Context: an optimization exercise on an open-source flow, tuned for small area. The choices shown serve that exercise and are no tape-out recipe. The RTL was checked by simulation tests, not by an equivalence proof against the original design. Power figures rest on the tool's default switching activity, not on a simulated workload.

==> flow/design.v <==
`timescale 1ns / 1ps
module PWM (
        input  wire clk,             
        input  wire rst,             
        input  wire[7:0] duty_cycle,  
        output wire out              
    );
    reg [7:0] pwm_counter;
    reg out_reg;
    always @(posedge clk)
    if (rst)
    begin
        pwm_counter <= 0;
        out_reg <= 1'b0;
    end
    else
    begin
        pwm_counter <= pwm_counter + 1;
        if (pwm_counter < duty_cycle)
            out_reg <= 1'b1;
        else
            out_reg <= 1'b0;
    end
    assign out = out_reg;
endmodule
`timescale 1ns / 1ps
module k_board (
        input  wire clk,             
        input  wire rst,             
        input  wire[3:0] col_data,   
        output reg [2:0] col_power,  
        output wire [23:0] data       
    );
    localparam CLK_HZ      = 25_000_000;  
    localparam SCAN_RATE   = 60;        
    localparam BLANK_US    = 10;          
    localparam integer SCAN_CYCLES = CLK_HZ / SCAN_RATE;            
    localparam integer BLANK_CYC   = (CLK_HZ/1_000_000) * BLANK_US; 
    reg [31:0] scan_cnt;              
    reg [31:0] blank_cnt;             
    reg [1:0]  col_ix;                
    reg [23:0] data_cur;              
    reg [23:0] data_out;              
    always @(posedge clk)
    begin
        if (rst)
        begin
            scan_cnt  <= 0;
            blank_cnt <= 0;
            col_ix    <= 0;
            col_power <= 3'b000;
            data_out  <= 24'b0;
            data_cur  <= 24'b0;
        end
        else if (blank_cnt != 0)
        begin
            blank_cnt  <= blank_cnt - 1;
            col_power  <= 3'b000;        
        end
        else if (scan_cnt == 0)
        begin
            case ((col_ix == 2) ? 0 : col_ix + 1)
                2'd0: col_power <= 3'b001;   
                2'd1:
                    col_power <= 3'b010;   
                2'd2:
                    col_power <= 3'b100;   
                default:
                    col_power <= 3'b000;
            endcase
            col_ix   <= (col_ix == 2) ? 0 : col_ix + 1;
            scan_cnt <= SCAN_CYCLES;                
            if (col_ix == 0)
            begin
                data_out <= data_cur;
            end
        end
        else if (scan_cnt == SCAN_CYCLES - SCAN_CYCLES/4)   
        begin
            case (col_ix)
                2'd0:
                begin  
                    if (col_data[0])
                        data_cur[7:0] <= (data_cur[7:0] >= 8'd4) ? data_cur[7:0] - 8'd4 : 8'd0;       
                    if (col_data[1])
                        data_cur[7:0] <= (data_cur[7:0] >= 8'd1) ? data_cur[7:0] - 8'd1 : 8'd0;       
                    if (col_data[2])
                        data_cur[7:0] <= (data_cur[7:0] <= 8'd254) ? data_cur[7:0] + 8'd1 : 8'd255;  
                    if (col_data[3])
                        data_cur[7:0] <= (data_cur[7:0] <= 8'd251) ? data_cur[7:0] + 8'd4 : 8'd255;  
                end
                2'd1:
                begin  
                    if (col_data[0])
                        data_cur[15:8] <= (data_cur[15:8] >= 8'd4) ? data_cur[15:8] - 8'd4 : 8'd0;
                    if (col_data[1])
                        data_cur[15:8] <= (data_cur[15:8] >= 8'd1) ? data_cur[15:8] - 8'd1 : 8'd0;
                    if (col_data[2])
                        data_cur[15:8] <= (data_cur[15:8] <= 8'd254) ? data_cur[15:8] + 8'd1 : 8'd255;
                    if (col_data[3])
                        data_cur[15:8] <= (data_cur[15:8] <= 8'd251) ? data_cur[15:8] + 8'd4 : 8'd255;
                end
                2'd2:
                begin  
                    if (col_data[0])
                        data_cur[23:16] <= (data_cur[23:16] >= 8'd4) ? data_cur[23:16] - 8'd4 : 8'd0;
                    if (col_data[1])
                        data_cur[23:16] <= (data_cur[23:16] >= 8'd1) ? data_cur[23:16] - 8'd1 : 8'd0;
                    if (col_data[2])
                        data_cur[23:16] <= (data_cur[23:16] <= 8'd254) ? data_cur[23:16] + 8'd1 : 8'd255;
                    if (col_data[3])
                        data_cur[23:16] <= (data_cur[23:16] <= 8'd251) ? data_cur[23:16] + 8'd4 : 8'd255;
                end
                default:
                    ;
            endcase
            scan_cnt <= scan_cnt - 1;               
            blank_cnt<= BLANK_CYC;                  
        end
        else
        begin
            scan_cnt <= scan_cnt - 1;               
        end
    end
    assign data = data_out;
endmodule
`timescale 1ns / 1ps
module main (
        input  wire clk,             
        input  wire rst,             
        input  wire [3:0] col_data,    
        output wire [2:0] col_power,    
        output wire led_green,       
        output wire led_blue,        
        output wire led_red,         
        output wire led        
    );
    reg [31:0] counter;
    reg [7:0] pwm_value_R;
    reg [7:0] pwm_value_G;
    reg [7:0] pwm_value_B;
    wire pwm_red;
    wire pwm_green;
    wire pwm_blue;
    wire [23:0] kbd_data;
    always @(posedge clk)
    begin
        if (rst)
        begin
            counter <= 0;
            pwm_value_R <= 8'b0;
            pwm_value_G <= 8'b0;
            pwm_value_B <= 8'b0;
        end
        else if (counter < 2500000)
            counter <= counter + 1;
        else
        begin
            counter <= 0;
            pwm_value_R <= kbd_data[7:0];    
            pwm_value_G <= kbd_data[15:8];    
            pwm_value_B <= kbd_data[23:16];
        end
    end
    k_board kbd (.clk(clk), .rst(rst), .col_data(col_data), .col_power(col_power), .data(kbd_data));
    PWM pwm_inst_red (.clk(clk), .rst(rst), .duty_cycle(pwm_value_R), .out(pwm_red));
    PWM pwm_inst_green (.clk(clk), .rst(rst), .duty_cycle(pwm_value_G), .out(pwm_green));
    PWM pwm_inst_blue (.clk(clk), .rst(rst), .duty_cycle(pwm_value_B), .out(pwm_blue));
    assign led_green = ~pwm_green;
    assign led_blue = ~pwm_blue;
    assign led_red = ~pwm_red;
    assign led = |pwm_value_B;
endmodule
==> flow/run.sh <==
#!/bin/bash
# synth_recipe.tcl (not shown) runs the flow's synth.tcl, then flattens the netlist and writes it again
# the make line also repeats each setting of config.mk as NAME=value (left out here)
make -C /OpenROAD-flow-scripts/flow DESIGN_CONFIG=/design/flow/config.mk WORK_HOME=/design/flow/orfs CLKGATE_MAP_FILE= SYNTH_SCRIPT=/design/flow/synth_recipe.tcl finish
==> flow/config.mk <==
export PLATFORM = sky130hd
export DESIGN_NAME = main
export DESIGN_NICKNAME = main
export VERILOG_FILES = /design/flow/design.v
export SDC_FILE = /design/flow/constraint.sdc
export NUM_CORES = 4
export LEC_CHECK = 0
export CAP_MARGIN = 20
export CORE_MARGIN = 2
export CORE_UTILIZATION = 40
export SLEW_MARGIN = 20
==> flow/constraint.sdc <==
create_clock -name core_clock -period 10.0 [get_ports {clk}]
set_input_delay 2.0000 -clock core_clock [delete_from_list [all_inputs] [get_ports {clk}]]
set_output_delay 2.0000 -clock core_clock [all_outputs]
set_load 0.01 [all_outputs]
==> results of run 1 <==
[power by group through the flow]
stage               sequential [mW]  combinational (mW)  clock, mW
floorplan                     0.994               0.966          0
global placement               1.02                1.16          0
detailed placement             1.02                1.17          0
CTS                            1.00                1.18      0.749
global route                   1.02                1.30      0.777
finish                         1.01                1.18      0.727
[worst max-delay path by stage]
stage	startpoint	to	slack [ns]	cells past startpoint
finish	col_data[3]	kbd.data_cur[16]	5.84	8
global route	col_data[3]	kbd.data_cur[16]	5.67	8
floorplan	col_data[2]	kbd.data_cur[8]	6.09	8
global placement	col_data[3]	kbd.data_cur[6]	5.30	8
CTS	col_data[3]	kbd.data_cur[7]	5.64	8
detailed placement	col_data[3]	kbd.data_cur[7]	5.20	8
[layer usage]
metal / share of wire (%) / track usage, % / routed length (µm) / up-vias
li1: - / - / - / 4581
met1: 50 / 23.7 / 12000 / 4102
met2: 45 / 27.3 / 10800 / 165
met3: 3.7 / 3.01 / 900 / 28
met4: 1.4 / 5.54 / 327 / 2
met5: 0.050 / 0 / 12 / -
[cell type report]
class | instances | area (µm²)
Fill cell | 2648 | 15000
Clock inverter | 14 | 181
Tap cell | 341 | 427
Timing Repair Buffer | 21 | 185
Inverter | 57 | 214
Multi-Input combinational cell | 979 | 6450
Sequential cell | 200 | 4000
Clock buffer | 18 | 439
[layout by cell type, fill, tap and decap left out, types with 12 or more instances in the layout]
cell | synthesis | final
dfxtp_1 | 200 | 200
nor2_1 | 200 | 199
mux2i_1 | 59 | 59
nand2_1 | 58 | 58
inv_1 | 57 | 57
ha_1 | 51 | 51
nor3_1 | 49 | 48
xnor2_1 | 48 | 48
xor2_1 | 45 | 45
nand3_1 | 43 | 43
o21ai_0 | 43 | 43
a21oi_1 | 42 | 42
nor4_1 | 32 | 32
nand2b_1 | 24 | 24
a211oi_1 | 20 | 20
nand4_1 | 19 | 19
a31oi_1 | 18 | 18
or3_1 | 17 | 17
clkbuf_16 | 0 | 17
and3_1 | 16 | 16
nor2b_1 | 12 | 12
[synth_stat cells, types with 11 or more instances]
library cell | count | area (µm²)
dfxtp_1 | 200 | 4000
nor2_1 | 200 | 751
clkbuf_1 | 60 | 225
mux2i_1 | 59 | 591
nand2_1 | 58 | 218
inv_1 | 57 | 214
ha_1 | 51 | 638
nor3_1 | 49 | 245
xnor2_1 | 48 | 420
xor2_1 | 45 | 394
nand3_1 | 43 | 215
o21ai_0 | 43 | 215
a21oi_1 | 42 | 210
nor4_1 | 32 | 200
nand2b_1 | 24 | 150
a211oi_1 | 20 | 150
nand4_1 | 19 | 119
a31oi_1 | 18 | 113
or3_1 | 17 | 106
and3_1 | 16 | 100
nor2b_1 | 12 | 75.1
a21o_1 | 11 | 82.6
nand3b_1 | 11 | 82.6
[stage by stage]
step / setup slack, ns / std cells / utilization, % / power, mW
final: 5.84 / 1630 / 44.2 / 2.91
after global routing: 5.67 / 1630 / 44.2 / 3.10
after CTS: 5.64 / 1630 / 44.1 / 2.93
after detailed placement: 5.20 / 1598 / 41.8 / 2.19
after global placement: 5.30 / 1598 / 41.8 / 2.18
after floorplan: 6.09 / 1312 / - / 1.96
[kinds of logic (layout without fill, tap and decap cells)]
family / after synthesis / after routing / synth area share, %
and+or+nand+nor: 550 / 550 / 26.5
AOI/OAI and AO/OA: 215 / 215 / 13.2
DFF: 200 / 200 / 36.6
buffers and inverters: 133 / 110 / 4.88
xor gates and xnor gates: 93 / 93 / 7.44
muxes: 60 / 60 / 5.50
adders and majority gates: 51 / 51 / 5.83
other: 1 / 10 / 0.0343
==> metrics.md, run 1 <==
| Metric | Value |
|---|---|
| Post-synthesis sequential area ratio | 36.6% |
| Tot GR Track Use | 17.2% |
| Pin count of the biggest net entering global routing | 91 |
| Number of setup violations in the final report | 0 |
| Final setup TNS | 0 ns |
| Biggest cell delay along the critical path | 0.59 ns |
| Placed cell areas | 11300 µm² |
| Reg2reg start | kbd.blank_cnt[3] |
| Die height | 169 µm |
| Ys async rst share | 0% |
| Ant. Diodes | 0 |
| Setup CP Type | input pin to flop |
| Leakage | 4.22 nW |
| Routed len/inst | 14.8 µm |
| Syn_area_per_cell | 8.40 µm² |
| Outcome | timing/DRC/antenna clean |
| Slowest CP cell | nor4_4 |
| EDFF count, synth | 0 |
| Post-synth cell types | 81 |
| Pre-antenna DRT Iters | 5 |
| Seq pwr share | 34.6% |
| Internal power | 1.71 mW |
| Main synth FF type | dfxtp_1 |
| Clock Pin Slew Worst Setup and Hold Paths | 0.07 ns |
| PwrDens | 245 nW/µm² |
| Clock skew | 0.0151 ns |
| Fin crit share | 41.6% |
| Max Root-Sink Buffers | 2 |
| Starting density of the core | 40.6% |
| WHS | 0.449 ns |
| Switching share of power | 41.2% |
| Post-route DRC | 0 |
| Worst R2R Setup Slack | 6.29 ns |
| Vias in the first global route | 8304 |
| Io pins | 13 |
| Pins Over Slew Limit | 0 |
| Num CTS Buffers | 17 |
| Worst EP required | 10.37 ns |
| Worst hold start | counter[0] |
| Die area | 28700 µm² |
| Drt via density | 5.45 |
| Buf/Inv on CP | 2 |
| Critical path's top delay family | simple AND/OR/NAND/NOR gates |
| Worst hold path type | flop to flop |
| Worst-margin pin slew | 0.982 ns |
| FMAX | 0.240 GHz |
| H-tree levels | 4 |
| Die width | 169 µm |
| Clk pwr share | 25.0% |
| CTS tree | done |
| Final Routed Wirelength | 24100 µm |
| Clk sink count | 200 |
| Reg-to-reg endpoint | kbd.scan_cnt[2] |
| Critical-path cell list | clkdlybuf4s50_1 -> buf_4 -> or2_2 -> or3_1 -> nand2_1 -> nor4_4 -> o311a_1 -> mux2i_1 |
| GR Overflow Total | 0 |
| Core Box Area | 27000 µm² |
| Logic pwr share | 40.5% |
| Vias | 8878 |
| IO buf count | 12 |
| Synth warn | 3 |
| Synth Instances | 1303 |
| GPL Wtd Cong | 0.898 |
| Final count of hold timing violations | 0 |
| Postcts setup bufs | 0 |
| Nets | 1333 |
| Max-Cap Viols | 0 |
| Share of cells above drive strength 1 | 5.59% |
| Post-cts sizing count | 0 |
| Endpoint type of the worst setup path | flop |
| Initial antenna violation count | 1 |
| Largest regs | counter: 32 flops, kbd.blank_cnt: 32 flops, kbd.scan_cnt: 32 flops |
| Crit start category | input pin |
| Worst-Skew Late Latency | 0.44 ns |
| Tmin final | 4.16 ns |
| CP Data Arrival Time | 4.53 ns |
| # hold bufs at CTS | 0 |
| Initial drt markers | 616 |
| Design Area, Final | 11900 µm² |
| Maximum fanout along the worst path | 30 |
| Synthesis-to-layout area growth | 8.71% |
| Peak ir drop on the vdd network | 0.000178 V |
| Flops & latches, synth | 200 |
| ANT nets after route | 0 |
| # rows | 60 |
| Min-Delay Path Depth | 1 |
| Rel. slew slack | 34.4% |
| DPL Wire Length | 16400 µm |
| First-pass GRT wire length | 41200 µm |
| Worst Hold Path EP | counter[0] |
| Synthesized cell area | 10900 µm² |
| Root buf cell | clkbuf_16 |
| Unrepaired setup endpoints after global routing | false |
| Sw Pwr | 1.20 mW |
| Reg2Reg Depth | 6 |
==> inputs of run 2 (changes only) <==
==> flow/design.v (replaced) <==
module main (
    input  wire       clk,
    input  wire       rst,
    input  wire [3:0] col_data,
    output wire [2:0] col_power,
    output wire       led_green,
    output wire       led_blue,
    output wire       led_red,
    output wire       led
);
    reg [7:0] cnt;
    reg [7:0] duty_r, duty_g, duty_b;
    reg       out_r, out_g, out_b;
    function lt8(input [7:0] a, input [7:0] b);
        integer i;
        reg l;
        begin
            l = 1'b0;
            for (i = 0; i < 8; i = i + 1)
                l = (a[i] ^ b[i]) ? b[i] : l;
            lt8 = l;
        end
    endfunction
    reg       dv;     
    always @(posedge clk) begin
        cnt   <= rst ? 8'd0 : cnt + 8'd1;
        out_r <= ~rst & dv & lt8(cnt, duty_r);
        out_g <= ~rst & dv & lt8(cnt, duty_g);
        out_b <= ~rst & dv & lt8(cnt, duty_b);
        dv    <= ~rst & (dv | wrap);
    end
    assign led_red   = ~out_r;
    assign led_green = ~out_g;
    assign led_blue  = ~out_b;
    assign led       = dv & (|duty_b);
    reg  [21:0] dq;
    wire wrap = (dq == 22'd2425297);
    wire dclr = rst | wrap;
    always @(posedge clk)
        dq <= dclr ? 22'd0 : {~dq[20:0], (dq[21] ^ dq[20])};
    reg  [18:0] sq;
    wire smp  = (sq == 19'd298127);
    wire send = (sq == 19'd386640);
    wire sclr = rst | send;
    always @(posedge clk)
        sq <= sclr ? 19'd0 : {~sq[17:0], (sq[18] ^ sq[17] ^ sq[16] ^ sq[13])};
    reg       st;     
    reg       sd;     
    reg       pw;     
    reg       fp;     
    reg [1:0] col;    
    always @(posedge clk) begin
        st  <= sclr;
        sd  <= ~rst & smp;
        pw  <= ~rst & ~sd & (st | pw);
        fp  <= ~smp & (rst | fp);
        col <= rst ? 2'd0 : st ? (col == 2'd2 ? 2'd0 : col + 2'd1) : col;
    end
    assign col_power = pw ? {col == 2'd2, col == 2'd1, col == 2'd0} : 3'b000;
    reg  [7:0] c0, c1, c2;
    wire [7:0] v = fp ? 8'd0 : c0;
    wire [3:0] k = smp ? col_data : 4'd0;
    wire       up  = k[3] | k[2];
    wire       dn  = ~up & (k[1] | k[0]);
    wire       big = k[3] | (dn & ~k[1]);
    wire [8:0] d   = {{6{dn}}, dn | (up & big), dn & ~big, (up | dn) & ~big};
    wire [8:0] sum = {1'b0, v} + d;
    wire [7:0] nv  = sum[8] ? {8{up}} : sum[7:0];
    always @(posedge clk) begin
        c0 <= c1;
        c1 <= c2;
        c2 <= nv;
    end
    reg [7:0] pub_r, pub_g, pub_b;
    always @(posedge clk)
        if (st & (col == 2'd0)) begin
            pub_r <= c0;
            pub_g <= c1;
            pub_b <= c2;
        end
    always @(posedge clk)
        if (wrap) begin
            duty_r <= pub_r; duty_g <= pub_g; duty_b <= pub_b;
        end
endmodule
==> run 2 against run 1 <==
Register-to-register slack improved by 0.55 ns. Sequential share of layout area rose by 21 points. Core utilization rose by 3.7 points. Combinational power fell by 97%. Synthesized cell count fell by 69%. Via count fell by 68%. Clock skew fell by 0.0066 ns. Total power fell by 59%. Largest cell class is now flip-flops and latches. Largest power group is now sequential cells.
==> metrics.md, run 2 <==
| Metric | Value |
|---|---|
| Outcome | timing/DRC/antenna clean |
| GR Util met1 | 16.0% |
| Busiest grt layer | met2 |
| # rows | 40 |
| Power consumption | 1.19 mW |
| Vias in the first global route | 2797 |
| Unrepaired setup endpoints after global routing | false |
| Synth Instances | 400 |
| Main synth FF type | dfxtp_1 |
| Root buf cell | clkbuf_16 |
| Rel. slew slack | 39.0% |
| Synth warn | 1 |
| Worst-margin pin slew | 0.912 ns |
| CTS tree | done |
| GPL Wtd Cong | 0.800 |
| Synthesis-to-layout area growth | 18.1% |
| Post-cts sizing count | 0 |
| Tot GR Track Use | 12.9% |
| Met3 layer usage reported by global route | 3.99% |
| H-tree levels | 4 |
| Final setup TNS | 0 ns |
| Final Routed Wirelength | 7490 µm |
| Sw Pwr | 0.254 mW |
| GR Overflow Total | 0 |
| Post-synthesis sequential area ratio | 64.6% |
| Flops & latches, synth | 131 |
| Die height | 114 µm |
| Syn_area_per_cell | 12.0 µm² |
| Worst EP required | 10.29 ns |
| Post-route DRC | 0 |
| Peak ir drop on the vdd network | 0.0000863 V |
| Core Box Area | 11900 µm² |
| Maximum fanout along the worst path | 6 |
| Starting density of the core | 40.5% |
| Worst hold path type | flop to flop |
| Drt via density | 4.83 |
| FMAX | 0.216 GHz |
| Endpoint type of the worst setup path | flop |
| Internal power | 0.936 mW |
| Tmin final | 4.63 ns |
| Seq pwr share | 49.2% |
| Largest cells by area after synthesis | dfxtp_1 (35%), edfxtp_1 (30%), nor2_1 (6.0%) |
| Num CTS Buffers | 17 |
| Pins Over Slew Limit | 0 |
| Postcts setup bufs | 0 |
| Fillers | 1054 |
| Fin crit share | 46.3% |
| Worst-Skew Late Latency | 0.40 ns |
| Biggest register | dq |
| Most frequent cells in the layout | dfxtp_1 (83), nor2_1 (77), edfxtp_1 (48), nor2b_1 (23), clkbuf_16 (19) |
| Switching share of power | 21.3% |
| Leakage | 2.21 nW |
| Routed len/inst | 12.8 µm |
| Post-synth cell types | 56 |
| IO buf count | 12 |
| CP Data Arrival Time | 4.91 ns |
| Pin count of the biggest net entering global routing | 27 |
| Largest register FFs | 22 |
| Ys async rst share | 0% |
| Number of setup violations in the final report | 0 |
| Io pins | 13 |
| Crit start category | input pin |
| Synthesized cell area | 4800 µm² |
| Max-Cap Viols | 0 |
| Vias | 2814 |
| PwrDens | 210 nW/µm² |
| Synth top cells by count | dfxtp_1 (83), nor2_1 (77), edfxtp_1 (48) |
| Most common cell after layout, fill and taps aside | dfxtp_1 |
| Setup CP Type | input pin to flop |
| Die width | 114 µm |
| Ant. Diodes | 0 |
| Met2 GRT Util | 21.0% |
| Final count of hold timing violations | 0 |
| # hold bufs at CTS | 0 |
| Placed cell areas | 5090 µm² |
| Initial drt markers | 92 |
| Largest area contributor in the netlist | dfxtp_1 |
| Share of cells above drive strength 1 | 10.3% |
| Initial antenna violation count | 0 |
| Nets | 441 |
| Clock skew | 0.00847 ns |
| First-pass GRT wire length | 13000 µm |
| Die area | 12900 µm² |
| Post-synth top area share | 34.6% |
| Most numerous cell in the Yosys netlist | dfxtp_1 |
| Clock Pin Slew Worst Setup and Hold Paths | 0.05 ns |
| ANT nets after route | 0 |
| Pre-antenna DRT Iters | 5 |
| Largest regs | dq: 22 flops, sq: 19 flops |
| Max Root-Sink Buffers | 2 |
| Design Area, Final | 5680 µm² |
| DPL Wire Length | 5290 µm |
| Logic pwr share | 2.7% |
| EDFF count, synth | 48 |
| Clk sink count | 131 |
| Clk pwr share | 48.1% |
run 2: cell count changes in the layout (fill, tap and decap cells not counted), sizes merged, moves of 46 or more:
cell,previous run,this run
mux2i,59,1
nor2,200,77
inv,65,19
dfxtp,200,83
nand2,58,7
nor3,52,6
edfxtp,0,48
run 2: final cells by class:
class | count | area, µm² | share of cell area, %
clock inverter | 12 | 95.1 | 1.68
clock buffer | 19 | 475 | 8.38
timing repair buffer | 14 | 143 | 2.51
multi-input combinational | 245 | 1620 | 28.5
tap | 147 | 184 | 3.24
inverter | 15 | 56.3 | 0.992
sequential | 131 | 3100 | 54.7
run 2: power by group through the flow:
stage          registers (mW)  logic [mW]  clock network (mW)
2_1_floorplan           0.593      0.0239                   0
3_3_place_gp            0.596      0.0309                   0
3_5_place_dp            0.597      0.0318                   0
4_1_cts                 0.586      0.0322               0.586
5_1_grt                 0.588      0.0358               0.610
6_report                0.586      0.0315               0.573
run 2: metrics by stage:
| stage | setup WS (ns) | cells | utilization (%) | hold slack [ns] |
|---|---|---|---|---|
| 3_5_place_dp | 4.96 | 551 | 42.9 | 0.338 |
| 3_3_place_gp | 5.02 | 551 | 42.9 | 0.332 |
| 2_1_floorplan | 5.73 | 400 | - | 0.327 |
| 5_1_grt | 5.05 | 583 | 47.8 | 0.351 |
| 6_report | 5.37 | 583 | 47.8 | 0.346 |
| 4_1_cts | 5.39 | 582 | 47.7 | 0.350 |
run 2: logic make-up (layout without fill, tap and decap cells):
group | Yosys count | count (layout) | share of synthesized area (%)
buffers and inverters | 24 | 60 | 1.95
AOI/OAI and AO/OA | 52 | 52 | 8.67
muxes | 2 | 2 | 0.443
and+or+nand+nor | 161 | 161 | 17.7
xor gates and xnor gates | 13 | 13 | 2.37
DFF | 131 | 131 | 64.6
adders and majority gates | 17 | 17 | 4.27
run 2: layer usage:
layer | share of wire [%] | vias to the layer above
li1 | - | 1461
met1 | 48 | 1311
met2 | 48 | 33
met3 | 2.8 | 9
met4 | 1.2 | 0
met5 | 0 | -
run 2: final timing paths:
path / start / cells past startpoint / to / slack [ns]
setup / recovery: col_data[3] / 10 / c2[4] / 5.37
hold reg to reg: c1[0] / 0 / c0[0] / 0.35
setup reg to reg: sq[18] / 10 / c2[4] / 6.84
hold / removal: c1[0] / 0 / c0[0] / 0.35
run 2: worst max-delay path, stage by stage:
cell             delay, ns
clkdlybuf4s50_1       0.44
nor2_1                0.32
inv_1                 0.14
nor3_1                0.51
ha_1                  0.41
a211oi_2              0.27
o21ai_2               0.14
a2111oi_4             0.35
o21ba_4               0.21
o21a_1                0.11
==> inputs of run 3 (changes only) <==
--- a/flow/design.v
+++ b/flow/design.v
@@ -35,13 +35,17 @@
     assign led       = dv & (|duty_b);
-    reg  [21:0] dq;
-    wire wrap = (dq == 22'd2425297);
-    wire dclr = rst | wrap;
-    always @(posedge clk)
-        dq <= dclr ? 22'd0 : {~dq[20:0], (dq[21] ^ dq[20])};
-    reg  [18:0] sq;
-    wire smp  = (sq == 19'd298127);
-    wire send = (sq == 19'd386640);
+    reg  [4:0] qa;
+    reg  [17:0] qb;
+    reg  [14:0] qc;
+    wire a_end = (qa == 5'd20);
+    wire b_end = (qb == 18'd54661);
+    wire c_end = (qc == 15'd1493);
+    always @(posedge clk) begin
+        qa <= (rst | a_end) ? 5'd0 : {~qa[3:0], (qa[4] ^ qa[2])};
+        qb <= (rst | b_end) ? 18'd0 : {~qb[16:0], (qb[17] ^ qb[10])};
+        qc <= (rst | c_end) ? 15'd0 : {~qc[13:0], (qc[14] ^ qc[13])};
+    end
+    wire wrap = a_end & b_end;                  
+    wire send = a_end & c_end;                  
     wire sclr = rst | send;
-    always @(posedge clk)
-        sq <= sclr ? 19'd0 : {~sq[17:0], (sq[18] ^ sq[17] ^ sq[16] ^ sq[13])};
+    wire smp  = (qa == 5'd15) & (qc == 15'd30026);    
     reg       st;     
@@ -65,5 +69,12 @@
     wire       big = k[3] | (dn & ~k[1]);
-    wire [8:0] d   = {{6{dn}}, dn | (up & big), dn & ~big, (up | dn) & ~big};
-    wire [8:0] sum = {1'b0, v} + d;
-    wire [7:0] nv  = sum[8] ? {8{up}} : sum[7:0];
+    wire [7:0] w   = v ^ {8{dn}};
+    wire [8:0] p;
+    assign p[0] = (up | dn) & ~big;
+    assign p[1] = p[0] & w[0];
+    assign p[2] = ((up | dn) & big) | (p[1] & w[1]);
+    genvar gi;
+    generate for (gi = 2; gi < 8; gi = gi + 1) begin : g_p
+        assign p[gi+1] = p[gi] & w[gi];
+    end endgenerate
+    wire [7:0] nv  = p[8] ? {8{up}} : (v ^ p[7:0]);
     always @(posedge clk) begin
--- a/flow/config.mk
+++ b/flow/config.mk
@@ -7,2 +7,3 @@
 export LEC_CHECK = 0
+export ABC_AREA = 1
 export CAP_MARGIN = 20
==> run 3 against run 2 <==
Register-to-register slack improved by 1.1 ns. Total power fell by 1.1%. Cell count rose by 8.2%. Area after synthesis fell by 4.6%. Combinational power rose by 5%. Worst setup slack improved by 0.80 ns. Clock skew fell by 0.0028 ns. Via count rose by 3.3%. Critical path depth fell by 7. Sequential power fell by 3%. Highest routed layer unchanged.
==> metrics.md, run 3 <==
| Metric | Value |
|---|---|
| Num CTS Buffers | 17 |
| Worst-margin pin slew | 0.519 ns |
| Finished Layout Cells | 631 |
| Reg2Reg Depth | 14 |
| Vias | 2907 |
| Logic pwr share | 2.8% |
| Max-Cap Viols | 0 |
| ANT nets after route | 0 |
| Ant. Diodes | 0 |
| FMAX | 0.261 GHz |
| Post-route DRC | 0 |
| Core Box Area | 11300 µm² |
| Synthesis-to-layout area growth | 19.0% |
| Synth top cells by count | dfxtp_1 (80), nand2_1 (77), nor2_1 (75) |
| Worst-Skew Late Latency | 0.41 ns |
| H-tree levels | 4 |
| Die width | 111 µm |
| Cells after DPL | 599 |
| Drt via density | 4.61 |
| Most common cell after layout, fill and taps aside | dfxtp_1 |
| Starting density of the core | 40.5% |
| Vias in the first global route | 2898 |
| Crit start category | flop |
| Internal power | 0.924 mW |
| GR Overflow Total | 0 |
| Initial drt markers | 121 |
| Post-synth cell types | 34 |
| Unrepaired setup endpoints after global routing | false |
| Initial antenna violation count | 0 |
| Clk sink count | 128 |
| Postcts setup bufs | 0 |
| Maximum fanout along the worst path | 3 |
| Clock Pin Slew Worst Setup and Hold Paths | 0.05 ns |
| Flops & latches, synth | 128 |
| Die area | 12300 µm² |
| Outcome | timing/DRC/antenna clean |
| Syn_area_per_cell | 10.3 µm² |
| Biggest register | qb |
| Post-synth top area share | 34.9% |
| Rel. slew slack | 65.3% |
| Fin crit share | 38.3% |
| Area of the multi-input gates | 1330 µm² |
| CTS tree | done |
| Min-Delay Path Depth | 0 |
| Worst EP required | 8.00 ns |
| Synth Instances | 447 |
| Finished Core Util | 48.2% |
| Switching share of power | 21.5% |
| Ys async rst share | 0% |
| Seq pwr share | 48.3% |
| Setup CP Type | flop to output port |
| Root buf cell | clkbuf_16 |
| Most frequent cells in the layout | dfxtp_1 (80), nand2_1 (77), nor2_1 (75), inv_1 (49), edfxtp_1 (48) |
| Endpoint type of the worst setup path | output port |
| Peak ir drop on the vdd network | 0.000117 V |
| Worst hold path type | flop to flop |
| Tot GR Track Use | 13.6% |
| Post-synthesis sequential area ratio | 66.4% |
| First-pass GRT wire length | 13300 µm |
| Power consumption | 1.18 mW |
| Number of setup violations in the final report | 0 |
| Synth warn | 1 |
| Nets | 482 |
| Sw Pwr | 0.253 mW |
| Pins Over Slew Limit | 0 |
| Final setup TNS | 0 ns |
| Tmin final | 3.83 ns |
| Max Root-Sink Buffers | 2 |
| Post-cts sizing count | 0 |
| Largest register FFs | 18 |
| Die height | 111 µm |
| Pin count of the biggest net entering global routing | 26 |
| Main synth FF type | dfxtp_1 |
| Final Routed Wirelength | 7490 µm |
| Clock skew | 0.00562 ns |
| IO buf count | 12 |
| EDFF count, synth | 48 |
| WHS | 0.342 ns |
| Synthesized cell area | 4580 µm² |
| Io pins | 13 |
| Pre-antenna DRT Iters | 4 |
| Share of cells above drive strength 1 | 11.5% |
| Leakage | 2.22 nW |
| Register area | 3040 µm² |
| Clk pwr share | 48.8% |
| PwrDens | 216 nW/µm² |
| # rows | 39 |
| DPL Wire Length | 5170 µm |
| Largest area contributor in the netlist | dfxtp_1 |
| GPL Wtd Cong | 0.796 |
| CP Data Arrival Time | 1.83 ns |
| Largest cells by area after synthesis | dfxtp_1 (35%), edfxtp_1 (31%), nand2_1 (6.3%) |
| Final count of hold timing violations | 0 |
| Largest regs | qb: 18 flops, qc: 15 flops |
| Fillers | 1015 |
| # hold bufs at CTS | 0 |
| Most numerous cell in the Yosys netlist | dfxtp_1 |
| Worst R2R Setup Slack | 7.93 ns |
| Routed len/inst | 11.9 µm |
==> run 3: worst paths after layout <==
check | endpoint | start
setup / recovery | led | duty_b[7]
hold / removal | c0[6] | c1[6]
setup reg to reg | c2[5] | qc[7]
hold reg to reg | c0[6] | c1[6]
==> run 3: final cells by class <==
class	count	area share, %
clock inverter	14	2.13
sequential	128	55.8
multi-input combinational	260	24.4
clock buffer	18	8.25
timing repair buffer	14	2.48
inverter	54	3.74
tap	143	3.28
==> run 3: layer usage <==
layer | up-vias | wire length, µm | global-route usage [%]
met1 | 1316 | 3670 | 17.2
met4 | 0 | 172 | 5.76
met2 | 43 | 3400 | 21.0
met5 | - | 0 | 0
met3 | 14 | 246 | 5.08
li1 | 1534 | - | -
==> run 3: cells by family after synthesis <==
group	count (synthesis)	synth area share [%]
fa+ha+maj	2	0.491
flops	128	66.4
buf+inv	59	4.86
xor+xnor	8	1.53
compound gates	38	4.83
simple gates	212	21.9
==> run 3: stage by stage <==
step / setup WS, ns / cell area (µm²)
detailed placement: 6.05 / 4890
floorplan: 6.73 / 4580
global route: 6.12 / 5460
global placement: 6.11 / 4890
CTS: 6.17 / 5460
finish: 6.17 / 5460
==> run 3: worst max-delay path, stage by stage, from the launching register on <==
cell and delay (ns):
edfxtp_1 0.43, nor4_1 0.34, a21oi_1 0.16, clkdlybuf4s50_1 0.50
==> run 3: power by group through the flow <==
stage / registers [mW] / clock network, mW / logic (mW)
final: 0.569 / 0.575 / 0.0331
after detailed placement: 0.580 / 0 / 0.0332
after global routing: 0.571 / 0.610 / 0.0383
after CTS: 0.569 / 0.586 / 0.0337
after floorplan: 0.577 / 0 / 0.0243
after global placement: 0.580 / 0 / 0.0323
==> inputs of run 4 (changes only) <==
==> flow/design.v (replaced) <==
module main (
    input  wire       clk,
    input  wire       rst,
    input  wire [3:0] col_data,
    output wire [2:0] col_power,
    output wire       led_green,
    output wire       led_blue,
    output wire       led_red,
    output wire       led
);
    reg  [4:0] qa;
    reg  [17:0] qb;
    reg  [14:0] qc;
    wire a_end = (qa == 5'd20);
    wire b_end = (qb == 18'd54661);
    wire c_end = (qc == 15'd1493);
    always @(posedge clk) begin
        qa <= (rst | a_end) ? 5'd0 : {~qa[3:0], (qa[4] ^ qa[2])};
        qb <= (rst | b_end) ? 18'd0 : {~qb[16:0], (qb[17] ^ qb[10])};
        qc <= (rst | c_end) ? 15'd0 : {~qc[13:0], (qc[14] ^ qc[13])};
    end
    wire wrap = a_end & b_end;                  
    wire send = a_end & c_end;                  
    wire smp  = (qa == 5'd15) & (qc == 15'd30026);    
    reg       st;     
    reg       sd;     
    reg       pw;     
    reg       fp;     
    reg [1:0] col;    
    always @(posedge clk) begin
        st  <= rst | send;
        sd  <= ~rst & smp;
        pw  <= ~rst & ~sd & (st | pw);
        fp  <= ~smp & (rst | fp);
        col <= rst ? 2'd0 : st ? (col == 2'd2 ? 2'd0 : col + 2'd1) : col;
    end
    assign col_power = pw ? {col == 2'd2, col == 2'd1, col == 2'd0} : 3'b000;
    reg [2:0] h;                  
    reg [7:0] v0, v1, v2;         
    reg [2:0] o0, o1, o2;         
    reg [7:0] d0, d1, d2;         
    wire       k_act = |col_data;
    wire       k_up  = col_data[3] | col_data[2];
    wire       k_big = col_data[3] | (~col_data[2] & ~col_data[1]);
    wire       win = pw & (col == 2'd1);
    wire       act = (o0[2] | fp) & win;
    wire       up  = o0[1] & ~fp;
    wire       big = o0[0];
    wire       dn  = act & ~up;
    wire [7:0] w   = v0 ^ {8{dn}};
    wire [8:0] p;
    assign p[0] = act & ~big;
    assign p[1] = p[0] & w[0];
    assign p[2] = (act & big) | (p[1] & w[1]);
    genvar gi;
    generate for (gi = 2; gi < 8; gi = gi + 1) begin : g_p
        assign p[gi+1] = p[gi] & w[gi];
    end endgenerate
    wire [7:0] nv  = p[8] ? {8{up}} : (v0 ^ p[7:0]);
    always @(posedge clk) begin
        h  <= rst ? 3'b001 : {h[0], h[2:1]};
        v0 <= v1;
        v1 <= v2;
        v2 <= nv;
        o0 <= o1;
        o1 <= o2;
        o2 <= smp ? {k_act, k_up, k_big} : {o0[2] & ~win, o0[1:0]};
        d0 <= wrap ? ~v1 : d1;
        d1 <= wrap ? ~v2 : d2;
        d2 <= wrap ? ~v0 : d0;
    end
    function lt8(input [7:0] a, input [7:0] b);
        integer i;
        reg l;
        begin
            l = 1'b0;
            for (i = 0; i < 8; i = i + 1)
                l = (a[i] ^ b[i]) ? b[i] : l;
            lt8 = l;
        end
    endfunction
    reg  [7:0] cnt;
    reg        dv;    
    reg        out_r, out_g, out_b;    
    wire       l0 = lt8(cnt, ~d0);
    wire       l1 = lt8(cnt, ~d1);
    wire       l2 = lt8(cnt, ~d2);
    always @(posedge clk) begin
        cnt   <= rst ? 8'd0 : cnt + 8'd1;
        dv    <= ~rst & (dv | wrap);
        out_r <= ~(~rst & dv & (h[0] & l0 | h[1] & l1 | h[2] & l2));
        out_g <= ~(~rst & dv & (h[0] & l1 | h[1] & l2 | h[2] & l0));
        out_b <= ~(~rst & dv & (h[0] & l2 | h[1] & l0 | h[2] & l1));
    end
    assign led_red   = out_r;
    assign led_green = out_g;
    assign led_blue  = out_b;
    assign led       = dv & (h[0] & (~&d2) | h[1] & (~&d0) | h[2] & (~&d1));
endmodule
--- a/flow/config.mk
+++ b/flow/config.mk
@@ -11,2 +11,3 @@
 export CORE_UTILIZATION = 40
+export CTS_BUF_LIST = sky130_fd_sc_hd__clkbuf_4
 export SLEW_MARGIN = 20
==> run 4 against run 3 <==
Cell count rose by 8.4%. Clock skew increased by 0.017 ns. Highest routed layer unchanged. Synthesized cell count rose by 15%. Global-route usage grew 1.4 points. Still clean on timing, DRC and antenna. Worst hold slack worse by 0.0027 ns. Clock power shrank 31%. Via count up 8.0%. Sequential power shrank 12%. Combinational power rose by 18%. Die area decreased by 6.4%.
==> metrics.md, run 4 <==
| Metric | Value |
|---|---|
| Outcome | timing/DRC/antenna clean |
| Pre-antenna DRT Iters | 5 |
| Die area | 11500 µm² |
| Post-synthesis sequential area ratio | 54.3% |
| Tmin final | 3.89 ns |
| DPL Wire Length | 5530 µm |
| Post-cts sizing count | 0 |
| Post-route DRC | 0 |
| Largest register FFs | 18 |
| Peak ir drop on the vdd network | 0.0000841 V |
| Endpoint type of the worst setup path | output port |
| Crit start category | flop |
| Drt via density | 4.59 |
| Main synth FF type | dfxtp_1 |
| Die width | 107 µm |
| Max Root-Sink Buffers | 2 |
| Final Routed Wirelength | 7610 µm |
| First-pass GRT wire length | 13400 µm |
| Io pins | 13 |
| Largest regs | qb: 18 flops, qc: 15 flops |
| Leakage | 2.19 nW |
| Setup CP Type | flop to output port |
| Unrepaired setup endpoints after global routing | false |
| Max-Cap Viols | 0 |
| Synth warn | 1 |
| Syn_area_per_cell | 8.33 µm² |
| Fin crit share | 38.9% |
| Starting density of the core | 41.3% |
| H-tree levels | 4 |
| Synth Instances | 514 |
| GPL Wtd Cong | 0.789 |
| Root buf cell | clkbuf_4 |
| Final worst setup slack | 6.11 ns |
| Buf/Inv on CP | 2 |
| PwrDens | 192 nW/µm² |
| GR Overflow Total | 0 |
| Worst-Skew Late Latency | 0.51 ns |
| Ys async rst share | 0% |
| # rows | 37 |
| Number of setup violations in the final report | 0 |
| Finished Core Util | 47.0% |
| Clock Pin Slew Worst Setup and Hold Paths | 0.11 ns |
| Worst hold path type | flop to flop |
| Nets | 542 |
| Final setup TNS | 0 ns |
| Die height | 107 µm |
| Clock skew | 0.0229 ns |
| Synthesis-to-layout area growth | 13.9% |
| Initial drt markers | 121 |
| Synth top cells by count | dfxtp_1 (116), nand2_1 (116), nor2_1 (69) |
| Post-synth top area share | 54.3% |
| FMAX | 0.257 GHz |
| # hold bufs at CTS | 0 |
| Biggest register | qb |
| CTS tree | done |
| Rel. slew slack | 65.3% |
| Postcts setup bufs | 0 |
| Routed len/inst | 11.1 µm |
| Pin count of the biggest net entering global routing | 50 |
| Most frequent cells in the layout | nand2_1 (116), dfxtp_1 (116), nor2_1 (69), inv_1 (54), o21ai_1 (24) |
| IO buf count | 12 |
| EDFF count, synth | 0 |
| Critical-path cell list | nand4_1 -> o21ai_0 -> nand3_1 -> nand2_1 -> inv_1 -> clkdlybuf4s50_1 |
| Pins Over Slew Limit | 0 |
| ANT nets after route | 0 |
| Core Box Area | 10400 µm² |
| Num CTS Buffers | 17 |
| Final count of hold timing violations | 0 |
| Post-synth cell types | 35 |
| Initial antenna violation count | 1 |
| Critical path's top delay family | buffers and inverters |
| Synthesized cell area | 4280 µm² |
| Vias | 3140 |
| Dpl ws | 6.22 ns |
| CP Data Arrival Time | 1.89 ns |
| Maximum fanout along the worst path | 3 |
| Slowest CP cell | clkdlybuf4s50_1 |
| Largest area contributor in the netlist | dfxtp_1 |
| Tot GR Track Use | 15.0% |
| Largest cells by area after synthesis | dfxtp_1 (54%), nand2_1 (10%), nor2_1 (6.1%) |
| Vias in the first global route | 2976 |
| Clk sink count | 116 |
| Worst-margin pin slew | 0.518 ns |
| Flops & latches, synth | 116 |
| Share of cells above drive strength 1 | 11.0% |
| Worst EP required | 8.00 ns |
| Biggest cell delay along the critical path | 0.46 ns |
[run 4: logic make-up (layout without fill, tap and decap cells)]
| kind of cell | after synthesis | in the layout | synth area share, % |
|---|---|---|---|
| adders and majority gates | 1 | 1 | 0.292 |
| and+or+nand+nor | 260 | 260 | 29.4 |
| other | 0 | 1 | 0 |
| AOI/OAI and AO/OA | 56 | 56 | 7.60 |
| buffers and inverters | 72 | 105 | 6.34 |
| xor gates and xnor gates | 8 | 8 | 1.81 |
| DFF | 116 | 116 | 54.3 |
| muxes | 1 | 1 | 0.234 |
[run 4: final timing paths]
check / slack, ns / cells past startpoint / startpoint / end
worst max-delay path: 6.11 / 6 / d0[0] / led
worst max register to register: 8.29 / 8 / col[0] / v2[5]
worst min-delay path: 0.34 / 0 / o1[1] / o0[1]
worst min register to register: 0.34 / 0 / o1[1] / o0[1]
[run 4: routing by layer]
layer | track usage [%] | wire (µm) | vias to the layer above
met5 | 0 | 0 | -
met4 | 6.96 | 110 | 0
met3 | 5.21 | 261 | 8
met2 | 23.4 | 3440 | 36
met1 | 18.5 | 3800 | 1406
li1 | - | - | 1690
[run 4: metrics by stage]
step	cells	total power [mW]	hold slack (ns)	instance area, µm²
after CTS	683	0.947	0.341	4870
after floorplan	514	0.539	0.310	4280
final	684	0.937	0.339	4870
after global routing	684	0.980	0.348	4870
after global placement	652	0.550	0.312	4530
after detailed placement	652	0.552	0.312	4530
[run 4: worst register-to-register path: stages, from the launching register on]
cell and delay [ns]:
dfxtp_1 0.45, nand3_4 0.15, nor2_8 0.17, nand2_4 0.13, xor2_2 0.31, nand4_4 0.15
nor2_4 0.12, nand2_4 0.09, nand2_1 0.08
[run 4: power by group]
group	switching [mW]	total [mW]	internal (mW)	leakage, nW
logic	0.0229	0.0389	0.0159	1.06
registers	0.0169	0.503	0.486	0.953
clock network	0.174	0.396	0.222	0.179
[run 4: area by class of cell]
cell class,count,area (µm²)
Inverter,61,229
Timing Repair Buffer,13,128
Clock buffer,17,128
Clock inverter,14,210
Tap cell,136,170
Multi-Input combinational cell,326,1690
Sequential cell,116,2320
Antenna cell,1,2.50
Fill cell,1038,5500
==> inputs of run 5 (changes only) <==
==> flow/flow/run.sh (new file) <==
#!/bin/bash
# The standard layout (standard.sh) with three changes:
#  - ABC maps for area only (flow/abc_area.script: no buffering or upsizing in
#    synthesis; the placer's repair still fixes slew, capacitance and timing);
#  - clock tree of clkbuf_4 without dummy loads;
#  - port buffers are buf_1.
# Everything else, the synthesis script included, is ORFS's own.
set -euo pipefail
W=$(pwd)
rm -rf "$W/scripts"
cp -r "$FLOW_HOME/scripts" "$W/scripts"
cp "$W/flow/abc_area.script" "$W/scripts/abc_area.script"
export SCRIPTS_DIR="$W/scripts"
export CTS_ARGS="-sink_clustering_enable -repair_clock_nets -dont_use_dummy_load -buf_list sky130_fd_sc_hd__clkbuf_4"
export BUFFER_PORTS_ARGS="-buffer_cell sky130_fd_sc_hd__buf_1"
bash standard.sh > "$W/standard.log" 2>&1
==> flow/flow/abc_area.script (new file) <==
strash
dch -f
map -a
strash
dch -f
map -a
topo
==> flow/standard.sh (new file) <==
#!/bin/bash
# synth_recipe.tcl (not shown) runs the flow's synth.tcl, then flattens the netlist and writes it again
# the make line also repeats each setting of config.mk as NAME=value (left out here)
make -C /OpenROAD-flow-scripts/flow DESIGN_CONFIG=/design/flow/config.mk WORK_HOME=/design/flow/orfs CLKGATE_MAP_FILE= SYNTH_SCRIPT=/design/flow/synth_recipe.tcl "${@:-finish}"
--- a/flow/config.mk
+++ b/flow/config.mk
@@ -11,3 +11,2 @@
 export CORE_UTILIZATION = 40
-export CTS_BUF_LIST = sky130_fd_sc_hd__clkbuf_4
 export SLEW_MARGIN = 20
removed: flow/run.sh
==> run 5 against run 4 <==
Clock skew is 0.022 ns higher. Critical path type is now flop to flop. Die area down 11%. Largest power group unchanged. Wire length is 7.5% lower.
==> metrics.md, run 5 <==
| Metric | Value |
|---|---|
| Clock skew | 0.0451 ns |
| Largest register FFs | 18 |
| Postcts setup bufs | 0 |
| Crit start category | flop |
| Finished Layout Cells | 559 |
| Cells after DPL | 542 |
| Worst Hold Path EP | o0[0] |
| Synthesis-to-layout area growth | 9.17% |
| Die width | 101 µm |
| Flops & latches, synth | 116 |
| WHS | 0.314 ns |
| Worst EP required | 10.38 ns |
| Area of the multi-input gates | 1350 µm² |
| CP Data Arrival Time | 4.03 ns |
| Synth Instances | 417 |
| Worst-Skew Late Latency | 0.49 ns |
| Logic pwr share | 4.8% |
| Outcome | timing/DRC/antenna clean |
| Max-Cap Viols | 0 |
| Setup CP Type | flop to flop |
| Reg2Reg Depth | 11 |
| Final count of hold timing violations | 0 |
| Io pins | 13 |
| Switching share of power | 23.0% |
| Reg2reg start | col[0] |
| Largest regs | qb: 18 flops, qc: 15 flops |
| Fin crit share | 36.5% |
| Max Root-Sink Buffers | 2 |
| Post-cts sizing count | 0 |
| Worst hold start | o1[0] |
| CTS tree | done |
| FMAX | 0.274 GHz |
| # rows | 35 |
| GPL Wtd Cong | 0.802 |
| Die height | 101 µm |
| Starting density of the core | 41.1% |
| Worst R2R Setup Slack | 6.35 ns |
| Synthesized cell area | 3780 µm² |
| Final setup TNS | 0 ns |
| Root buf cell | clkbuf_4 |
| Syn_area_per_cell | 9.07 µm² |
| Clk pwr share | 27.2% |
| Rel. slew slack | 38.1% |
| Seq pwr share | 68.0% |
| Synth warn | 1 |
| Biggest register | qb |
| EDFF count, synth | 0 |
| Vias | 2859 |
| Routed len/inst | 12.6 µm |
| Peak ir drop on the vdd network | 0.000105 V |
| Largest cells by area after synthesis | dfxtp_1 (61%), nor2_1 (10%), a21oi_1 (5.8%) |
| Clock Pin Slew Worst Setup and Hold Paths | 0.09 ns |
| Most frequent cells in the layout | dfxtp_1 (116), nor2_1 (103), a21oi_1 (44), clkinv_1 (35), o21ai_0 (22) |
| Fillers | 905 |
| Internal power | 0.592 mW |
| Initial drt markers | 108 |
| Die area | 10200 µm² |
| Maximum fanout along the worst path | 8 |
| H-tree levels | 4 |
| Initial antenna violation count | 0 |
| Pre-antenna DRT Iters | 4 |
| Largest area contributor in the netlist | dfxtp_1 |
| Tot GR Track Use | 14.9% |
| Num CTS Buffers | 17 |
| GR Overflow Total | 0 |
| Core Box Area | 9200 µm² |
| # hold bufs at CTS | 0 |
| Tmin final | 3.65 ns |
| Worst hold path type | flop to flop |
| Main synth FF type | dfxtp_1 |
| First-pass GRT wire length | 11700 µm |
| Register area | 2320 µm² |
| Post-synth cell types | 25 |
| Synth top cells by count | dfxtp_1 (116), nor2_1 (103), a21oi_1 (44) |
| Post-synth top area share | 61.4% |
| Unrepaired setup endpoints after global routing | false |
| PwrDens | 186 nW/µm² |
| Post-synthesis sequential area ratio | 61.4% |
| Most numerous cell in the Yosys netlist | dfxtp_1 |
| Worst-margin pin slew | 0.920 ns |
| Ant. Diodes | 0 |
| Ys async rst share | 0% |
| Post-route DRC | 0 |
| Min-Delay Path Depth | 0 |
| DPL Wire Length | 5110 µm |
| Number of setup violations in the final report | 0 |
| Drt via density | 5.11 |
| Finished Core Util | 44.9% |
| Endpoint type of the worst setup path | flop |
| Final Routed Wirelength | 7030 µm |
| Sw Pwr | 0.177 mW |
| IO buf count | 12 |
| Reg-to-reg endpoint | v2[0] |
| Share of cells above drive strength 1 | 5.58% |
| Pin count of the biggest net entering global routing | 50 |
| Leakage | 1.51 nW |
| Clk sink count | 116 |
| Most common cell after layout, fill and taps aside | dfxtp_1 |
| Vias in the first global route | 2652 |
| Nets | 457 |
| ANT nets after route | 0 |
| Pins Over Slew Limit | 0 |
-- run 5: changes by cell type after synthesis, sizes merged, moves of 5 or more --
cell / previous run / this run
a211oi: 0 / 6
a21oi: 13 / 44
clkbuf: 9 / 0
clkinv: 0 / 35
inv: 61 / 0
nand2: 126 / 17
nand3: 24 / 3
nand4: 16 / 11
nor2: 73 / 103
o21ai: 32 / 22
o22ai: 2 / 13
-- run 5: worst max-delay path by stage --
stage          startpoint    end  slack [ns]
6_report           col[0]  v2[0]        6.35
2_1_floorplan       qa[2]  d0[0]        5.35
5_1_grt            col[0]  v2[3]        5.80
4_1_cts            col[0]  v2[0]        6.35
3_3_place_gp          rst  qb[9]        6.26
3_5_place_dp          rst  qb[4]        6.17
-- run 5: cells by family (layout without fill, tap and decap cells) --
| group | Yosys count | in the layout | share of synthesized area [%] |
|---|---|---|---|
| multiplexers | 1 | 1 | 0.298 |
| AND/OR/NAND/NOR | 156 | 156 | 17.3 |
| buffers and inverters | 35 | 66 | 3.47 |
| XOR/XNOR | 11 | 11 | 2.55 |
| adder cells (fa/ha/maj) | 1 | 1 | 0.331 |
| AO/OA/AOI/OAI | 97 | 97 | 14.6 |
| flip-flops | 116 | 116 | 61.4 |
-- run 5: area by class of cell --
| type | instances | share of cell area (%) |
|---|---|---|
| Clock buffer | 17 | 3.09 |
| Tap cell | 111 | 3.36 |
| Timing Repair Buffer | 14 | 1.45 |
| Inverter | 35 | 3.18 |
| Multi-Input combinational cell | 266 | 32.6 |
| Sequential cell | 116 | 56.3 |
-- run 5: worst max-delay path, stage by stage, from the launching register on --
cell,delay [ns]
dfxtp_1,0.38
clkinv_1,0.11
nor3_1,0.29
o21ai_0,0.21
nor2_1,0.37
clkinv_1,0.24
or2_2,0.32
a21oi_1,0.27
nand2_1,0.16
nor4_1,0.72
nand2_1,0.32
o21ai_0,0.15
-- run 5: metrics by stage --
step / total power, mW / setup WS [ns] / area, µm²
4_1_cts: 0.781 / 6.35 / 4120
6_report: 0.769 / 6.35 / 4130
2_1_floorplan: 0.554 / 5.35 / 3780
3_3_place_gp: 0.569 / 6.26 / 3990
5_1_grt: 0.813 / 5.80 / 4130
3_5_place_dp: 0.571 / 6.17 / 3990
-- run 5: power by group through the flow --
stage	combinational (mW)	sequential [mW]	clock, mW
finish	0.0368	0.523	0.209
global route	0.0431	0.527	0.243
CTS	0.0374	0.523	0.221
detailed placement	0.0372	0.533	0
global placement	0.0360	0.533	0
floorplan	0.0290	0.525	0
-- run 5: metal layers --
layer	track usage, %	up-vias	share of wire, %
met4	7.59	0	2.1
met5	0	-	0
met3	5.80	13	3.0
li1	-	1480	-
met2	23.4	41	46
met1	17.9	1325	49
==> inputs of run 6 (changes only) <==
--- a/flow/design.v
+++ b/flow/design.v
@@ -13,5 +13,5 @@
     reg  [14:0] qc;
-    wire a_end = (qa == 5'd20);
-    wire b_end = (qb == 18'd54661);
-    wire c_end = (qc == 15'd1493);
+    wire a_end = ((qa & 5'd25) == 5'd16);
+    wire b_end = ((qb & 18'd245215) == 18'd38277);
+    wire c_end = ((qc & 15'd30463) == 15'd1237);
     always @(posedge clk) begin
@@ -23,3 +23,3 @@
     wire send = a_end & c_end;                  
-    wire smp  = (qa == 5'd15) & (qc == 15'd30026);    
+    wire smp  = ((qa & 5'd7) == 5'd7) & ((qc & 15'd32575) == 15'd29962);    
     reg       st;     
==> flow/flow/abc_area.script (replaced) <==
strash
dch -f
map -a
strash
dch -f
map -a
strash
dch -f
map -a
topo
==> run 6 against run 5 <==
Non-clock buffer count is the same. Cell count shrank 3.2%. Clock skew shrank 0.0098 ns. Total power grew 1.2%. Sequential power is essentially flat. Worst setup slack lost 0.020 ns. Via count shrank 3.5%. Critical path depth grew 3. Final area shrank 1.5%. Core utilization shrank 0.46 points. Sequential share of layout area grew 0.85 points. Flip-flop and latch count is the same. Largest cell class unchanged.
==> metrics.md, run 6 <==
| Metric | Value |
|---|---|
| Post-synth top area share | 62.1% |
| Worst hold start | v1[4] |
| H-tree levels | 4 |
| Most common cell after layout, fill and taps aside | dfxtp_1 |
| Final setup TNS | 0 ns |
| Outcome | timing/DRC/antenna clean |
| Peak ir drop on the vdd network | 0.000103 V |
| Worst EP required | 10.36 ns |
| Io pins | 13 |
| GPL Wtd Cong | 0.790 |
| Final Routed Wirelength | 7180 µm |
| Pin count of the biggest net entering global routing | 36 |
| WHS | 0.322 ns |
| Pre-antenna DRT Iters | 4 |
| Num CTS Buffers | 17 |
| Starting density of the core | 40.9% |
| Finished Layout Cells | 541 |
| Largest family of logic cells by synthesized area | simple AND/OR/NAND/NOR gates |
| Root buf cell | clkbuf_4 |
| First-pass GRT wire length | 12300 µm |
| Core Box Area | 9150 µm² |
| Placed cell areas | 3940 µm² |
| Setup CP Type | flop to flop |
| Postcts setup bufs | 0 |
| Routed len/inst | 13.3 µm |
| Synth Instances | 399 |
| # hold bufs at CTS | 0 |
| Post-synthesis sequential area ratio | 62.1% |
| Share of cells above drive strength 1 | 5.58% |
| Largest area contributor in the netlist | dfxtp_1 |
| Unrepaired setup endpoints after global routing | false |
| CTS tree | done |
| Worst hold path type | flop to flop |
| Fin crit share | 36.7% |
| EDFF count, synth | 0 |
| Post-synthesis simple-gate area fraction | 16.7% |
| Initial drt markers | 145 |
| Final count of hold timing violations | 0 |
| XOR/XNOR share of the synthesized area | 3.51% |
| Number of setup violations in the final report | 0 |
| Leakage | 1.50 nW |
| DPL Wire Length | 5230 µm |
| # rows | 35 |
| Main synth FF type | dfxtp_1 |
| Reg2reg start | col[0] |
| Synth top cells by count | dfxtp_1 (116), nor2_1 (69), o21ai_0 (43) |
| Synthesized cell area | 3740 µm² |
| Largest regs | qb: 18 flops, qc: 15 flops |
| Post-cts sizing count | 0 |
| Endpoint type of the worst setup path | flop |
| Synthesis-to-layout area growth | 8.73% |
| Design Area, Final | 4070 µm² |
| Vias in the first global route | 2690 |
| Pins Over Slew Limit | 0 |
| Clk sink count | 116 |
| Clock Pin Slew Worst Setup and Hold Paths | 0.10 ns |
| Die height | 101 µm |
| Initial antenna violation count | 0 |
| Worst-margin pin slew | 0.863 ns |
| Tmin final | 3.67 ns |
| CP Data Arrival Time | 4.03 ns |
| Drt via density | 5.10 |
| IO buf count | 12 |
| Nets | 439 |
| Flops & latches, synth | 116 |
| Maximum fanout along the worst path | 9 |
| Most numerous cell in the Yosys netlist | dfxtp_1 |
| Die area | 10100 µm² |
| Post-synth cell types | 27 |
| Compound-Gate Fraction of Synth Area | 14.4% |
| Largest cells by area after synthesis | dfxtp_1 (62%), nor2_1 (6.9%), o21ai_0 (5.8%) |
| FMAX | 0.273 GHz |
| Max Root-Sink Buffers | 2 |
| Ant. Diodes | 0 |
| Cells after DPL | 524 |
| Largest register FFs | 18 |
| Syn_area_per_cell | 9.37 µm² |
| Crit start category | flop |
| GR Overflow Total | 0 |
| Rel. slew slack | 42.5% |
| Ys async rst share | 0% |
| Tot GR Track Use | 15.8% |
| ANT nets after route | 0 |
| Vias | 2760 |
| Biggest register | qb |
| Die width | 101 µm |
| Synth warn | 1 |
| Worst-Skew Late Latency | 0.49 ns |
| Post-synthesis mux area share | 0% |
| PwrDens | 191 nW/µm² |
| Crit path from | col[0] |
| Adder-cell share of the synthesized area | 0.335% |
| Clock skew | 0.0354 ns |
| Most frequent cells in the layout | dfxtp_1 (116), nor2_1 (69), o21ai_0 (43), nand2_1 (35), clkinv_1 (29) |
| Post-route DRC | 0 |
| Max-Cap Viols | 0 |
run 6: cell types whose count changed in the layout (fill, tap and decap cells not counted), moves of 4 or more:
cell / before / now
a22oi_1: 2 / 9
clkinv_1: 35 / 29
a21oi_1: 44 / 20
nand2_1: 17 / 35
o21ai_0: 22 / 43
xor2_1: 7 / 11
o22ai_1: 13 / 8
nor2_1: 103 / 69
run 6: layout make-up:
class | instances | area, µm²
Fill cell | 916 | 5090
Sequential cell | 116 | 2320
Multi-Input combinational cell | 254 | 1310
Tap cell | 111 | 139
Clock buffer | 17 | 128
Inverter | 29 | 109
Timing Repair Buffer | 14 | 60.1
run 6: kinds of logic (layout without fill, tap and decap cells):
| family | count (synthesis) | in the layout |
|---|---|---|
| AND/OR/NAND/NOR | 144 | 144 |
| AO/OA/AOI/OAI | 94 | 94 |
| flip-flops | 116 | 116 |
| XOR/XNOR | 15 | 15 |
| adder cells (fa/ha/maj) | 1 | 1 |
| buffers and inverters | 29 | 60 |
run 6: power breakdown:
part | switching (mW) | leakage (nW) | internal, mW
Combinational | 0.0228 | 0.468 | 0.0184
Clock | 0.132 | 0.0782 | 0.0777
Sequential | 0.0265 | 0.954 | 0.500
run 6: path summary, 6_finish.rpt:
path                               to  slack, ns  cells past startpoint
worst min-delay path            v0[4]       0.32                      0
worst max register to register  v2[3]       6.33                     14
worst min register to register  v0[4]       0.32                      0
worst max-delay path            v2[3]       6.33                     14
run 6: worst max-delay path, cell delays in order, from the launching register on:
cell      delay, ns
dfxtp_1        0.38
clkinv_1       0.12
nor3_1         0.30
o21ai_0        0.23
nor2_1         0.60
o21ai_0        0.14
o21ai_0        0.17
clkinv_1       0.10
nor2_1         0.20
nand3_1        0.16
nor3_1         0.20
o21ai_0        0.16
a21oi_1        0.41
nand2_1        0.25
o21ai_0        0.15
run 6: layer usage:
layer / track usage, % / wire [µm] / vias to the layer above
met3: 4.99 / 284 / 9
met2: 27.0 / 3540 / 50
met4: 6.22 / 102 / 0
met1: 18.5 / 3260 / 1273
li1: - / - / 1428
met5: 0 / 0 / -
run 6: metrics by stage:
| step | setup slack, ns | power [mW] | utilization [%] |
|---|---|---|---|
| after global placement | 6.28 | 0.577 | 43.0 |
| after CTS | 6.34 | 0.788 | 44.4 |
| after global routing | 5.74 | 0.824 | 44.4 |
| final | 6.33 | 0.778 | 44.4 |
| after floorplan | 6.84 | 0.561 | - |
| after detailed placement | 6.26 | 0.578 | 43.0 |

[afterwards: timing with drivers on the ports]
The flow's constraints put no driver on any port. The routed layouts listed below were extracted and timed again, unchanged, in two steps.
Step 1, drivers: a clkbuf_16 drives clk and a buf_2 each remaining input, both assumed.
Step 2, shift: input delay + t, output delay - t, t = (earliest + latest rising clock arrival at the registers) / 2. This alone moves slack from input paths to output paths.
a / b / c = ideal / step 1 / step 2; a / b = the first two.
run | t (ns) | slack for setup (ns) | hold slack, ns | worst setup path at the end | worst data-port slew with drivers (ns)
run 1 | 0.481 | 5.842 / 5.865 / 5.383 | 0.449 / 0.449 / 0.449 | input to register | 0.08
run 2 | 0.440 | 5.373 / 5.391 / 4.951 | 0.346 / 0.346 / 0.346 | input to register | 0.03
run 3 | 0.439 | 6.170 / 6.135 / 6.055 | 0.342 / 0.342 / 0.342 | input to register | 0.04
run 4 | 0.528 | 6.109 / 6.075 / 6.240 | 0.339 / 0.339 / 0.339 | input to register | 0.03
run 5 | 0.502 | 6.351 / 6.351 / 6.272 | 0.314 / 0.314 / 0.314 | input to register | 0.03
run 6 | 0.494 | 6.331 / 6.331 / 6.263 | 0.322 / 0.322 / 0.322 | input to register | 0.04
After both steps setup and hold are still met in every run listed. The setup slack of run 1, which loses most, moves by +0.023 ns with the drivers and by -0.459 ns with both steps.
